From an optimization exercise on the open Yosys and OpenROAD flow, aimed at small area and a short achievable clock period; shortcuts taken in it are not production practice.
In this exercise RTL edits were held to simulation tests only and were not proved equivalent to the original.
The clock port is modelled as an ideal driver; clocking choices that lean on that would not hold on a real chip.
Power and IR drop assume default switching activity.

==> flow/design.v (excerpt) <==
module alu_top(
    input             clk,
    input      [31:0] a,
    input      [31:0] b,
    input      [3:0]  aluc,
    output reg [31:0] r,
    output reg        zero,
    output reg        carry,
    output reg        negative,
    output reg        overflow
    );
clock: 6.0 ns
lec_check: 0
abc_area: 1
cap_margin: 20
core_margin: 2
core_utilization: 40
setup_slack_margin: 3.2
slew_margin: 20
standard.sh (not shown) runs the stock make flow with config.mk's settings and CLKGATE_MAP_FILE= SYNTH_SCRIPT=/design/flow/synth_recipe.tcl, a recipe that flattens the netlist after the stock synthesis.
==> flow/flow/run.sh <==
#!/bin/bash
# Layout flow: the standard synthesis, then the combinational logic is
# mapped again onto the standard cells with a delay-oriented ABC script (the
# registers, their names and cell types are kept as the standard synthesis
# made them), then the standard layout from floorplan to finish with
# buf_1 port buffers. After clock tree synthesis flow/skew.tcl delays the
# clock of the result registers (useful skew for the paths into them).
# Each tool's output goes to a log file of its own in this folder.
set -euo pipefail
here=$(pwd)
res=$here/orfs/results/${FLOW_PLATFORM}/alu_top/base
lib=$FLOW_HOME/platforms/${FLOW_PLATFORM}/lib/sky130_fd_sc_hd__tt_025C_1v80.lib
yosys_bin=$FLOW_HOME/../tools/install/yosys/bin/yosys
[[ -x $yosys_bin ]] || yosys_bin=yosys

# 1. standard synthesis
bash standard.sh synth > "$here/flow_synth.log" 2>&1

# 2. map the combinational logic again
cp "$res/1_2_yosys.v" "$here/standard_synth.v"
dont_use=""
for c in $(sed -n '/^export DONT_USE_CELLS/,/^#/p' "$FLOW_HOME/platforms/${FLOW_PLATFORM}/config.mk" | grep -o 'sky130_fd_sc_hd__[A-Za-z0-9_]*'); do
  dont_use="$dont_use -dont_use $c"
done
cat > "$here/remap.ys" <<EOS
read_liberty -ignore_miss_func $lib
read_verilog $here/standard_synth.v
hierarchy -top $FLOW_TOP
setattr -mod -set keep_hierarchy 1 sky130_fd_sc_hd__dfxtp_1
flatten
opt_clean -purge
abc -script $here/flow/remap.abc -liberty $lib $dont_use
opt_clean -purge
hilomap -singleton -hicell sky130_fd_sc_hd__conb_1 HI -locell sky130_fd_sc_hd__conb_1 LO
splitnets
opt_clean -purge
select $FLOW_TOP
tee -o $here/remap_stat.txt stat -liberty $lib
write_verilog -noattr -nohex -nodec -selected $here/remap.v
EOS
"$yosys_bin" -s "$here/remap.ys" > "$here/remap.log" 2>&1
cp "$here/remap.v" "$res/1_2_yosys.v"
rm -f "$res/1_synth.odb" "$res/1_synth.sdc"

# 3. standard layout on the new netlist
# Up to clock tree synthesis the repair aims at a slack margin of 2.2 ns
# (the skew added after it gives the result registers more); global routing's
# repair then aims at 3.2 ns with the skew in place.
bash standard.sh "BUFFER_PORTS_ARGS=-buffer_cell sky130_fd_sc_hd__buf_1" "POST_CTS_TCL=$here/flow/skew.tcl" "SETUP_SLACK_MARGIN=2.2" cts > "$here/flow_cts.log" 2>&1
bash standard.sh "BUFFER_PORTS_ARGS=-buffer_cell sky130_fd_sc_hd__buf_1" "POST_CTS_TCL=$here/flow/skew.tcl" "SETUP_SLACK_MARGIN=3.2" finish > "$here/flow_finish.log" 2>&1
==> flow/flow/remap.abc <==
strash
 dch -f
 map
 strash
 dch -f
 map
 topo
 stime -c
 buffer -c
 upsize -c
 dnsize -c
==> flow/flow/skew.tcl <==
# Delay the clock of the result registers (the alu's outputs) behind a delay
# cell and a clock buffer per clock-tree leaf net, giving the paths from the
# operand registers to them more time. Runs as ORFS's POST_CTS_TCL hook.
set skew_cells [expr {[info exists ::env(SKEW_CELLS)] ? $::env(SKEW_CELLS) : "sky130_fd_sc_hd__clkdlybuf4s50_1 sky130_fd_sc_hd__clkbuf_8"}]
set block [ord::get_db_block]
set groups [dict create]
foreach inst [$block getInsts] {
  set name [$inst getName]
  if {[regexp {^(r\\?\[[0-9]+\\?\]|zero|carry|negative|overflow)\$_DFF_P_$} $name]} {
    set net [[$inst findITerm CLK] getNet]
    dict lappend groups [$net getName] $inst
  }
}
set k 0
dict for {netname insts} $groups {
  set net [$block findNet $netname]
  set sx 0; set sy 0; set n 0
  foreach inst $insts {
    set loc [$inst getLocation]
    set sx [expr {$sx + [lindex $loc 0]}]
    set sy [expr {$sy + [lindex $loc 1]}]
    incr n
  }
  set in_net $net
  set j 0
  foreach cell $skew_cells {
    set master [[ord::get_db] findMaster $cell]
    set buf [odb::dbInst_create $block $master skewbuf_${k}_$j]
    set nnet [odb::dbNet_create $block skewnet_${k}_$j]
    $nnet setSigType CLOCK
    [$buf findITerm A] connect $in_net
    [$buf findITerm X] connect $nnet
    $buf setLocation [expr {$sx / $n}] [expr {$sy / $n}]
    $buf setPlacementStatus PLACED
    set in_net $nnet
    incr j
  }
  foreach inst $insts {
    set it [$inst findITerm CLK]
    $it disconnect
    $it connect $in_net
    # a stronger flip-flop of the same type for the output path
    $inst swapMaster [[ord::get_db] findMaster sky130_fd_sc_hd__dfxtp_2]
  }
  puts "skew: $n registers on $netname behind $j cells"
  incr k
}
global_connect
detailed_placement
check_placement
Edit:
--- a/flow/flow/skew.tcl
+++ b/flow/flow/skew.tcl
@@ -42,2 +41,0 @@
-    # a stronger flip-flop of the same type for the output path
-    $inst swapMaster [[ord::get_db] findMaster sky130_fd_sc_hd__dfxtp_2]
- CORE_UTILIZATION: 40 -> 47
The new run finished clean.
Clock skew shrinks by 0.049 ns.
Worst setup slack got worse by 0.12 ns.
Area after synthesis stays the same.
Power goes down by a few percent.
Global-route usage goes up by 2.9 points.
Wire length went down by a few percent.
Hold slack improves by 0.064 ns.
Register-to-register slack is worse by 0.13 ns.
Die area fell by about a fifth.
Edit:
==> flow/flow/remap.abc (replaced) <==
strash
 dch -f
 map
 topo
 stime -c
 buffer -c
 upsize -c
 dnsize -c
- CORE_UTILIZATION: 47 -> 40
Effect:
- core utilization fell by 10 points
- clock skew rose by 0.038 ns
- routed wire length rose by 6.3%
- worst hold slack got worse by 0.082 ns
- global-route usage fell by 1.5 points
- first-iteration DRC count fell by 13%
Edit:
--- a/flow/flow/run.sh
+++ b/flow/flow/run.sh
@@ -6,2 +6 @@
-# buf_1 port buffers. After clock tree synthesis flow/skew.tcl delays the
-# clock of the result registers (useful skew for the paths into them).
+# buf_1 port buffers.
@@ -46,5 +45 @@
-# Up to clock tree synthesis the repair aims at a slack margin of 2.2 ns
-# (the skew added after it gives the result registers more); global routing's
-# repair then aims at 3.2 ns with the skew in place.
-bash standard.sh "BUFFER_PORTS_ARGS=-buffer_cell sky130_fd_sc_hd__buf_1" "POST_CTS_TCL=$here/flow/skew.tcl" "SETUP_SLACK_MARGIN=2.2" cts > "$here/flow_cts.log" 2>&1
-bash standard.sh "BUFFER_PORTS_ARGS=-buffer_cell sky130_fd_sc_hd__buf_1" "POST_CTS_TCL=$here/flow/skew.tcl" "SETUP_SLACK_MARGIN=3.2" finish > "$here/flow_finish.log" 2>&1
+bash standard.sh "BUFFER_PORTS_ARGS=-buffer_cell sky130_fd_sc_hd__buf_1" finish > "$here/flow_finish.log" 2>&1
==> flow/flow/remap.abc (replaced) <==
strash
 dch -f
 map
 strash
 dch -f
 map
 topo
 stime -c
 buffer -c
 upsize -c
 dnsize -c
- SETUP_SLACK_MARGIN: 3.2 -> 2.3
removed: flow/flow/skew.tcl
Die area fell by 1.9%; sequential power stays flat; sequential share of layout area rose by 0.74 points; flip-flop and latch count stays the same; synthesized cell count fell by 2.4%; design area fell by about 3.5%; clock power fell by about 22%; power fell by 8.5%; area after synthesis fell by 1.9%; core utilization fell by 1.3 points; clock skew fell by 0.66 ns.

afterwards: timing with drivers on the ports:
Ports are ideal in the flow. The routed layouts listed here were re-timed in OpenROAD. Step 1 sets driving cells, clkbuf_16 on the clock port and buf_2 on the other inputs (assumed; they add their load-dependent delay and slew). Step 2, shift: input delay + t, output delay - t, t = (earliest + latest rising clock arrival at the registers) / 2. This alone moves slack from input paths to output paths. Slacks: no drivers / after step 1 / after step 2; pairs: no drivers / after step 1.
| run | t, ns | setup WS [ns] | worst setup path after step 2 | latest minus earliest clock arrival (ns) |
|---|---|---|---|---|
| the first run | 0.741 | 3.239 / 3.189 / 3.245 | register to register | 0.700 / 0.700 |
| the second run | 0.716 | 3.120 / 3.120 / 3.120 | register to register | 0.652 / 0.652 |
| the third run | 0.744 | 3.156 / 3.156 / 3.156 | register to register | 0.690 / 0.690 |
| the fourth run | 0.420 | 2.411 / 2.411 / 2.411 | register to register | 0.025 / 0.025 |
In the first run, the second run and the third run the clock reaches the registers at very different times; t lies between them, and the last value is a rough guide only.
